Background: an optimization exercise with open tools, aiming at small area. Do not read the settings as production practice. Where RTL was checked, it was by simulation tests only, not by an equivalence proof against the original. The flow treats the clock pin as an ideal source, which a real chip does not have.

==> run F: inputs <==
## wave_wrapper
module wave_wrapper(
 input clk,
 input rst,
 input enable,
 input [2:0] wave_in_wrapper,
 input [2:0] amp_wrapper,
 input [1:0] dc_wrapper,
 input [1:0] sel_f_wrapper,
 input [1:0] noise_sel,
 input [2:0] noise_amp,
 output [23:0] wave_out
);
clock: 10.0 ns
lec_check: 0
abc_area: 1
cap_margin: 20
core_margin: 2
core_utilization: 40
gpl_timing_driven: 0
slew_margin: 20
standard.sh (not shown) runs the stock make flow with config.mk's settings and CLKGATE_MAP_FILE= SYNTH_SCRIPT=/design/flow/synth_recipe.tcl, a recipe that flattens the netlist after the stock synthesis.
==> flow/flow/run.sh <==
#!/bin/bash
# Layout flow: the standard ORFS flow (standard.sh), with
#  - the ABC script of the synthesis replaced by flow/abc_area.script
#    (area-oriented mapping; registers are untouched, so they are the
#    standard synthesis's),
#  - the port buffers made with the smallest buffer cell,
#  - clock tree synthesis with smaller clock buffers and no dummy loads.
# make's output goes to flow_make.log; each ORFS step logs to orfs/logs/.
set -euo pipefail
here=$(pwd)
rm -rf "$here/scripts"
cp -r "$FLOW_HOME/scripts" "$here/scripts"
cp "$here/flow/abc_area.script" "$here/scripts/abc_area.script"
bash standard.sh SCRIPTS_DIR="$here/scripts" \
  "BUFFER_PORTS_ARGS=-buffer_cell sky130_fd_sc_hd__buf_1" \
  "CTS_ARGS=-sink_clustering_enable -repair_clock_nets -dont_use_dummy_load -sink_clustering_size 30 -sink_clustering_max_diameter 150 -buf_list sky130_fd_sc_hd__clkbuf_8" \
  finish > "$here/flow_make.log" 2>&1
==> flow/flow/abc_area.script <==
strash
&get -n
&deepsyn -T 200
&put
dch
map -a
topo
stime -c
==> run H: changes against run F <==
--- a/flow/design.v
+++ b/flow/design.v
@@ -1076,23 +1076,24 @@
  reg  [15:0] lfsr;
  shifter u_nsh (.x(lfsr), .fill(1'b0), .m2(nm2), .m1(nm1), .z(n0), .p1(np1), .p2(np2), .y(nsc));
  wire cin = neg & (w0 | wp1 | wp2 | (wm1 & ~vsel[0]) | (wm2 & ~vsel[0] & ~vsel[1]));
  wire [9:0] lo;
  wire       c10;
  rca #(10) u_lo (.a(wsc[9:0]), .b(nsc[9:0]), .ci(cin), .s(lo), .co(c10));
+ wire [8:0] hp;
+ rca #(9) u_hp (.a({wsc[17], wsc[17:10]}), .b({nsc[17], nsc[17:10]}), .ci(1'b0), .s(hp), .co());
  reg  [9:0] lo_r;
  reg        c10_r;
- reg  [7:0] wh_r, nh_r;
+ reg  [8:0] hp_r;
  always @(posedge clk) begin
   lo_r  <= lo;
   c10_r <= c10;
-  wh_r  <= wsc[17:10];
-  nh_r  <= nsc[17:10];
+  hp_r  <= hp;
  end
  wire [8:0] hi;
- rca #(9) u_hi (.a({wh_r[7], wh_r}), .b({nh_r[7], nh_r}), .ci(c10_r), .s(hi), .co());
+ rca #(9) u_hi (.a(hp_r), .b(9'd0), .ci(c10_r), .s(hi), .co());
  assign wave_out = {{5{hi[8]}}, hi, lo_r};
  reg  [15:0] ncnt;
  reg         nen;
  reg  [15:0] nlast;
  always @(*) begin
   case (noise_sel)
==> flow/flow/run.sh (replaced) <==
#!/bin/bash
# Layout flow: the standard ORFS flow (standard.sh) with three changes,
# made in a copy of the ORFS scripts:
#  - synthesis uses flow/abc_area.script as its ABC script (area-oriented
#    mapping of the logic between the registers; the registers themselves
#    are the standard synthesis's, untouched);
#  - port buffers use the smallest buffer cell;
#  - the clock tree is built by flow/clock_tree.tcl (four clock buffers,
#    each driving one quarter of the flip-flops) in place of TritonCTS;
#    the rest of the CTS step (timing repair, legalisation) is ORFS's.
# make's output goes to flow_make.log; each ORFS step logs to orfs/logs/.
set -euo pipefail
here=$(pwd)
rm -rf "$here/scripts"
cp -r "$FLOW_HOME/scripts" "$here/scripts"
cp "$here/flow/abc_area.script" "$here/scripts/abc_area.script"
cp "$here/flow/clock_tree.tcl" "$here/scripts/clock_tree.tcl"
grep -q 'log_cmd clock_tree_synthesis {\*}$cts_args' "$here/scripts/cts.tcl"
sed -i 's|log_cmd clock_tree_synthesis {\*}$cts_args|source $::env(SCRIPTS_DIR)/clock_tree.tcl|' "$here/scripts/cts.tcl"
bash standard.sh SCRIPTS_DIR="$here/scripts" \
  "BUFFER_PORTS_ARGS=-buffer_cell sky130_fd_sc_hd__buf_1" \
  finish > "$here/flow_make.log" 2>&1
==> flow/flow/clock_tree.tcl (new file) <==
# Clock tree for a small design, in place of TritonCTS: the flip-flops are
# split into four groups by position (two halves by x, each split in two by
# y), and each group is driven by one clock buffer placed at the group's
# centre; the clock port drives the four buffers.  Sourced by cts.tcl in
# place of clock_tree_synthesis.
set ctb_cell sky130_fd_sc_hd__clkbuf_4
set ctb_block [ord::get_db_block]
set ctb_clk_port [lindex [get_property [lindex [all_clocks] 0] sources] 0]
set ctb_net [$ctb_block findNet [get_name [get_nets -of_objects $ctb_clk_port]]]
set ctb_sinks {}
foreach it [$ctb_net getITerms] {
  set inst [$it getInst]
  set bb [$inst getBBox]
  lappend ctb_sinks [list [expr {([$bb xMin] + [$bb xMax]) / 2}] \
    [expr {([$bb yMin] + [$bb yMax]) / 2}] \
    "[$inst getName]/[[$it getMTerm] getName]"]
}
puts "clock_tree: [llength $ctb_sinks] sinks on [$ctb_net getName]"
set ctb_groups {}
set ctb_byx [lsort -integer -index 0 $ctb_sinks]
set ctb_n [llength $ctb_byx]
set ctb_half [expr {$ctb_n / 2}]
foreach part [list [lrange $ctb_byx 0 [expr {$ctb_half - 1}]] [lrange $ctb_byx $ctb_half end]] {
  set byy [lsort -integer -index 1 $part]
  set m [expr {[llength $byy] / 2}]
  lappend ctb_groups [lrange $byy 0 [expr {$m - 1}]] [lrange $byy $m end]
}
set ctb_i 0
foreach grp $ctb_groups {
  if {[llength $grp] == 0} { continue }
  set sx 0; set sy 0; set pins {}
  foreach s $grp {
    set sx [expr {$sx + [lindex $s 0]}]
    set sy [expr {$sy + [lindex $s 1]}]
    lappend pins [lindex $s 2]
  }
  set dbu [$ctb_block getDbUnitsPerMicron]
  set cx [expr {double($sx) / [llength $grp] / $dbu}]
  set cy [expr {double($sy) / [llength $grp] / $dbu}]
  puts "clock_tree: buffer $ctb_i drives [llength $grp] sinks at ($cx, $cy)"
  insert_buffer -buffer_cell $ctb_cell -net [$ctb_net getName] \
    -load_pins [get_pins $pins] -location [list $cx $cy] \
    -buffer_name clkbuf_leaf_$ctb_i -net_name clknet_leaf_$ctb_i
  incr ctb_i
}
foreach n [$ctb_block getNets] {
  if {[string match clknet_leaf_* [$n getName]] || [$n getName] eq [$ctb_net getName]} {
    $n setSigType CLOCK
  }
}
==> run summary <==
Average footprint of a synthesized cell: run F 6.970 um2; run H 6.939 um2
Gp weighted congestion: run F 1.033; run H 1.072
Die boundary height: run F 154.0 um; run H 153.7 um
Post-synth top area share: run F 25.34%; run H 23.91%
Flip-flop and latch count after synthesis: run F 114; run H 107
Sequential share of the synthesized area: run F 25.34%; run H 23.91%
Net Count, Synth: run F 1389; run H 1395
Cell total after placement: run F 1614; run H 1617
Effective utilization at floorplan: run F 41.01%; run H 40.92%
Count of different cell masters after synthesis: run F 40; run H 39
Gate count of the mapped netlist: run F 1292; run H 1291
Netlist area before placement: run F 0.009005 mm2; run H 0.008959 mm2
Post-synthesis compound-gate area fraction: run F 26.78%; run H 27.11%
Simple-gate share of the synthesized area: run F 20.15%; run H 20.61%
Pre-CTS WS: run F -1.036 ns; run H -0.2383 ns
Outcome: run F complete, no violations; run H stopped before the end
Failing step: run F -; run H clock tree synthesis (4_1_cts)
Parity-gate share of the synthesized area counting xor and xnor cells: run F 2.043%; run H 2.151%
Dpl cell area: run F 0.009534 mm2; run H 0.009550 mm2
Estimated wirelength of the detail-placed design: run F 28700 um; run H 28810 um
For run F, only the layout was checked, not whether the RTL still works.

## static timing again, ports no longer ideal
Ports are ideal in the flow. The routed layout listed here was re-timed in OpenROAD.
Step 1, drivers: a clkbuf_16 drives clk and a buf_2 each remaining input, both assumed.
Step 2, shift: input delay + t, output delay - t, t = (earliest + latest rising clock arrival at the registers) / 2. This alone moves slack from input paths to output paths.
Slacks: ideal / step 1 / step 2; pairs: ideal / step 1.
run: run F
t (ns): 0.464
slack for setup (ns): 0.366 / 0.366 / 0.314
worst slew at a driven data input, ns: 0.07
After both steps setup and hold are still met in run F. For run F, drivers alone change the setup slack by 0.000 ns; drivers and shift together by -0.052 ns.
